What follows belongs to an exercise in optimizing a design on an open flow for small area; a production flow would make more cautious choices. Only simulation tests tie the RTL to the original design; equivalence was not proved.

==> inputs of run a <==
## mul_unit
module mul_unit (
    input wire clk,
    input wire A_flag,
    input wire U_flag,
    input wire LongMul,
    input wire [31:0] Rm_data,
    input wire [31:0] Rs_data,
    input wire [31:0] Rn_data,
    input wire [31:0] RdHi_data,
    input wire [31:0] RdLo_data,
    input wire [3:0] cpsr_flags,
    output wire [31:0] result_lo,
    output wire [31:0] result_hi,
    output wire [3:0] flags_out
);
export LEC_CHECK = 0
export ABC_AREA = 1
export CAP_MARGIN = 20
export CORE_MARGIN = 2
export CORE_UTILIZATION = 40
export CTS_BUF_LIST = sky130_fd_sc_hd__clkbuf_8
export SLEW_MARGIN = 20
export SYNTH_HIERARCHICAL = 1
export SYNTH_MINIMUM_KEEP_SIZE = 0
create_clock -name core_clock -period 14.0 [get_ports {clk}]
standard.sh (not shown) runs the stock make flow with config.mk's settings and CLKGATE_MAP_FILE= SYNTH_SCRIPT=/design/flow/synth_recipe.tcl, a recipe that flattens the netlist after the stock synthesis.
==> flow/flow/run.sh <==
#!/bin/bash
# Standard layout, except that the port buffers are the smallest buffer cell.
set -euo pipefail
bash standard.sh "BUFFER_PORTS_ARGS=-buffer_cell sky130_fd_sc_hd__buf_1" finish > standard_flow.log 2>&1
==> inputs of run b, as changes to run a <==
Settings changed: CTS_BUF_LIST sky130_fd_sc_hd__clkbuf_8 to default.
==> run summary <==
* First-pass DRT Iterations at 6
* Setup ws final at -3.22 ns
* SO Viols: negative setup slack
* Final setup viols at 35
* Status: complete, but fails checks
Source of the figures above: run a

==> run summary <==
* Status: complete, but fails checks
* SO Viols: negative setup slack
* First-pass DRT Iterations at 8
* Final setup viols at 36
* Setup ws final at -3.31 ns
Source of the figures above: run b


========
==> inputs of wip/raven <==
Another version of the RTL of mul_unit (not shown whole).
Settings: LEC_CHECK=0, ABC_AREA=1, CAP_MARGIN=20, CORE_MARGIN=2, CORE_UTILIZATION=40, SLEW_MARGIN=20, SYNTH_HIERARCHICAL=1, SYNTH_MINIMUM_KEEP_SIZE=0; clock period 14.0 ns.
==> flow/flow/run.sh <==
#!/bin/bash
set -euo pipefail
bash standard.sh "BUFFER_PORTS_ARGS=-buffer_cell sky130_fd_sc_hd__buf_1" "CTS_ARGS=-sink_clustering_enable -repair_clock_nets -dont_use_dummy_load -buf_list sky130_fd_sc_hd__clkbuf_8" finish > standard_flow.log 2>&1
==> wip/amber: changes against wip/raven <==
PLACE_DENSITY = 0.8   (was default)
==> wip/garnet: changes against wip/raven <==
PLACE_DENSITY = 0.45   (was default)
==> notes <==
In sequential cell count, wip/amber and wip/garnet do not differ. In area after synthesis, wip/garnet and wip/amber do not differ. Clock skew: wip/amber < wip/raven < wip/garnet. Utilization: wip/amber < wip/raven < wip/garnet. In wip/garnet the via count is smaller than in wip/raven, by about 2%.

========
==> 01-22 <==
mul_unit, a different RTL version from the one above (not shown whole).
Settings: LEC_CHECK=0, ABC_AREA=1, CAP_MARGIN=20, CORE_MARGIN=2, CORE_UTILIZATION=40, SLEW_MARGIN=20, SYNTH_HIERARCHICAL=1, SYNTH_MINIMUM_KEEP_SIZE=0; clock period 14.0 ns.
run.sh (not shown) runs the stock make flow with config.mk's settings and CLKGATE_MAP_FILE= SYNTH_SCRIPT=/design/flow/synth_recipe.tcl, a recipe that flattens the netlist after the stock synthesis.
Stock flow here: none of the scripts above is used.
==> inputs of 12-14, as changes to 01-22 <==
--- a/flow/config.mk
+++ b/flow/config.mk
@@ -9,5 +9,5 @@
 export CAP_MARGIN = 20
 export CORE_MARGIN = 2
-export CORE_UTILIZATION = 40
+export CORE_UTILIZATION = 75
 export SLEW_MARGIN = 20
 export SYNTH_HIERARCHICAL = 1
==> notes <==
In count of clock-buffer cells in the layout, 01-22 and 12-14 do not differ. Against 12-14, the die area of 01-22 is larger by about 90%. In 12-14 the final area is lower than in 01-22, by 1.7%. In 01-22 the non-clock buffer count is higher than in 12-14, by 7. In 12-14 the maximum frequency is lower than in 01-22, by 4.3%.
==> figures <==
quantity                                                                    01-22                   12-14
Outcome                                          no timing/DRC/antenna violations  no timing/DRC/antenna violations
Met1 Routed Length                                                       36850 um                30770 um
Total buffers and inverters traversed by the critical path                      3                       4
Tap cell count                                                                940                     511
CP max stage cell                                           sky130_fd_sc_hd__fa_1  sky130_fd_sc_hd__inv_1
Detail Route met3 WL                                                     10650 um                15070 um
GR Util met1                                                               33.20%                  57.01%
Chip width                                                               269.9 um                198.2 um
Overall routed net length                                                99020 um                98860 um
Worst reg2reg path startpoint                                                 c_q               res_q[20]

========
==> harbor <==
mul_unit, a different RTL version from the one above (not shown whole).
export LEC_CHECK = 0
export ABC_AREA = 1
export CAP_MARGIN = 0
export CORE_MARGIN = 2
export CORE_UTILIZATION = 40
export SLEW_MARGIN = 0
export SYNTH_HIERARCHICAL = 1
export SYNTH_MINIMUM_KEEP_SIZE = 0
create_clock -name core_clock -period 14.0 [get_ports {clk}]
standard.sh (not shown) runs the stock make flow with config.mk's settings and CLKGATE_MAP_FILE= SYNTH_SCRIPT=/design/flow/synth_recipe.tcl, a recipe that flattens the netlist after the stock synthesis.
==> flow/flow/run.sh <==
#!/bin/bash
set -euo pipefail
bash standard.sh "BUFFER_PORTS_ARGS=-buffer_cell sky130_fd_sc_hd__buf_1" "CTS_ARGS=-sink_clustering_enable -repair_clock_nets -dont_use_dummy_load -buf_list sky130_fd_sc_hd__clkbuf_8 -sink_clustering_size 30" finish > standard_flow.log 2>&1
==> yarrow (differences from harbor) <==
==> flow/flow/run.sh (replaced) <==
#!/bin/bash
set -euo pipefail
bash standard.sh "BUFFER_PORTS_ARGS=-buffer_cell sky130_fd_sc_hd__buf_1" "CTS_ARGS=-sink_clustering_enable -repair_clock_nets -dont_use_dummy_load -buf_list sky130_fd_sc_hd__clkbuf_8" finish > standard_flow.log 2>&1
GPL_ROUTABILITY_DRIVEN = 0   (was not set)
GPL_TIMING_DRIVEN = 0   (was not set)
==> willow (differences from harbor) <==
==> flow/flow/run.sh (replaced) <==
#!/bin/bash
set -euo pipefail
bash standard.sh "BUFFER_PORTS_ARGS=-buffer_cell sky130_fd_sc_hd__buf_1" "CTS_ARGS=-sink_clustering_enable -repair_clock_nets -dont_use_dummy_load -buf_list sky130_fd_sc_hd__clkbuf_8" finish > standard_flow.log 2>&1
CAP_MARGIN = 20   (was 0)
SLEW_MARGIN = 20   (was 0)
==> ember (differences from harbor) <==
==> flow/flow/run.sh (replaced) <==
#!/bin/bash
set -euo pipefail
bash standard.sh "BUFFER_PORTS_ARGS=-buffer_cell sky130_fd_sc_hd__buf_1" "CTS_ARGS=-sink_clustering_enable -repair_clock_nets -dont_use_dummy_load -buf_list sky130_fd_sc_hd__clkbuf_8" finish > standard_flow.log 2>&1
CAP_MARGIN = 20   (was 0)
GPL_TIMING_DRIVEN = 0   (was not set)
SLEW_MARGIN = 20   (was 0)
==> run summary <==
|  | harbor | yarrow | ember | willow |
|---|---|---|---|---|
| Result of the run | no timing/DRC/antenna violations | no timing/DRC/antenna violations | no timing/DRC/antenna violations | no timing/DRC/antenna violations |
| Worst-case hold slack | 0.3037 ns | 0.3098 ns | 0.3057 ns | 0.3004 ns |
| Tightest Pin Transition | 1.240 ns | 1.345 ns | 1.185 ns | 0.9692 ns |
| Count of plain and timing-repair buffers | 336 | 575 | 574 | 337 |
| R2R setup slack | 13.60 ns | 13.57 ns | 13.57 ns | 13.60 ns |
| Crit-path max cell delay | 0.57 ns | 0.66 ns | 0.61 ns | 0.57 ns |
| Seq/total area | 9.044% | 8.828% | 8.823% | 9.040% |
| Count of filler cells inserted in the layout | 6860 | 7021 | 7081 | 6838 |
| Share of the core filled with cells | 42.58% | 43.62% | 43.64% | 42.60% |
| Data required time at the worst endpoint | 14.41 ns | 14.44 ns | 14.44 ns | 14.42 ns |
| Wirelength, routed | 93160 um | 107100 um | 113200 um | 92920 um |
| Avg WL per Cell | 24.39 um | 26.37 um | 27.90 um | 24.33 um |
| Number of design-rule violations left by the first detailed-router iteration | 2287 | 3492 | 2859 | 2429 |
| Pre-CTS setup slack | 0.9387 ns | -0.5246 ns | -0.5779 ns | 0.9480 ns |
| Diodes inserted | 1 | 2 | 1 | 0 |
| Fmax | 79.46 MHz | 73.52 MHz | 73.60 MHz | 79.84 MHz |
| Global router's overall resource usage | 26.19% | 29.92% | 31.76% | 26.15% |
| Proportion of cell area occupied by multi-input gates | 78.55% | 76.60% | 76.62% | 78.51% |
| Global-route wire length before repair | 141200 um | 155000 um | 162500 um | 141000 um |
| Vias | 22215 | 24110 | 23814 | 22169 |

========
==> v30: inputs <==
Another version of the RTL of mul_unit (not shown whole).
clock: 14.0 ns
lec_check: 0
abc_area: 1
cap_margin: 20
core_margin: 2
core_utilization: 40
slew_margin: 20
synth_hierarchical: 1
synth_minimum_keep_size: 0
==> flow/flow/run.sh <==
#!/bin/bash
set -euo pipefail
bash standard.sh "BUFFER_PORTS_ARGS=-buffer_cell sky130_fd_sc_hd__buf_1" "CTS_ARGS=-sink_clustering_enable -repair_clock_nets -dont_use_dummy_load -buf_list sky130_fd_sc_hd__clkbuf_8" finish > standard_flow.log 2>&1
==> v25 (differences from v30) <==
Settings changed: PLACE_DENSITY from default to 0.8.
==> qor summary <==
| metric | v30 | v25 |
|---|---|---|
| Result of the run | finished clean | finished clean |
| Arrival time at the worst endpoint | 13.49 ns | 13.61 ns |
| DRT Pass-1 Iters | 6 | 10 |
| Placement-stage worst setup slack | 0.347 ns | 0.287 ns |
| Highest Clock Rate | 76.7 MHz | 76.0 MHz |
| Non-clock buffer count in the final layout | 341 | 333 |
| Global routing met3 resource utilization | 9.49% | 12.5% |
| Time the final worst path needs with I/O delays and setup | 13.04 ns | 13.16 ns |
| Worst Hold Margin | 0.310 ns | 0.303 ns |
| Share of final-layout standard cells stronger than drive strength 1 | 6.73% | 6.47% |
| Area growth from synthesis to layout | 5.93% | 5.73% |
| Filler instances | 6609 | 6380 |
| Least-Margin Pin Slew | 1.07 ns | 1.24 ns |
| Relative slew margins | 28.5% | 15.6% |
| M2 GR Usage | 44.6% | 41.2% |
| Wire length of the first global-routing pass | 151 mm | 143 mm |
| Total Routing Usage GR | 28.5% | 27.0% |

-- what the ideal ports hide --
How much do the figures lean on ideal ports? The routed layouts below were timed once more, with nothing changed but the port constraints. Step 1: set_driving_cell puts a clkbuf_16 on clk and a buf_2 on each other input, an assumption about the parent block. Step 2, shift: input delay + t, output delay - t, t = (earliest + latest rising clock arrival at the registers) / 2. This alone moves slack from input paths to output paths. Three values: ideal, step 1, step 2; two values: the first two.
run	t, ns	slack for setup (ns)	latest minus earliest clock arrival (ns)	slew at the worst register clock pin (ns)
run a	0.623	-3.216 / -3.210 / -3.833	0.035 / 0.035	0.12 / 0.12
run b	0.546	-3.306 / -3.297 / -3.843	0.022 / 0.022	0.08 / 0.08
wip/raven	0.589	1.445 / 1.449 / 0.860	0.039 / 0.038	0.10 / 0.10
wip/amber	0.582	1.329 / 1.331 / 0.749	0.042 / 0.042	0.09 / 0.09
wip/garnet	0.565	1.153 / 1.174 / 0.609	0.053 / 0.053	0.10 / 0.10
01-22	0.546	1.330 / 1.305 / 0.760	0.015 / 0.015	0.08 / 0.08
12-14	0.534	0.765 / 0.774 / 0.240	0.021 / 0.021	0.08 / 0.08
harbor	0.599	1.414 / 1.421 / 0.822	0.041 / 0.041	0.09 / 0.09
yarrow	0.613	0.398 / 0.425 / -0.189	0.033 / 0.033	0.09 / 0.09
willow	0.602	1.475 / 1.478 / 0.876	0.038 / 0.038	0.09 / 0.09
ember	0.607	0.413 / 0.444 / -0.164	0.031 / 0.031	0.09 / 0.09
v30	0.568	0.960 / 0.945 / 0.377	0.040 / 0.040	0.10 / 0.10
v25	0.555	0.839 / 0.827 / 0.272	0.038 / 0.038	0.09 / 0.09
With both steps, setup timing fails in yarrow and ember, where it was met with ideal ports. For run a, which loses most, drivers alone change the setup slack by +0.006 ns; drivers and shift together by -0.617 ns.
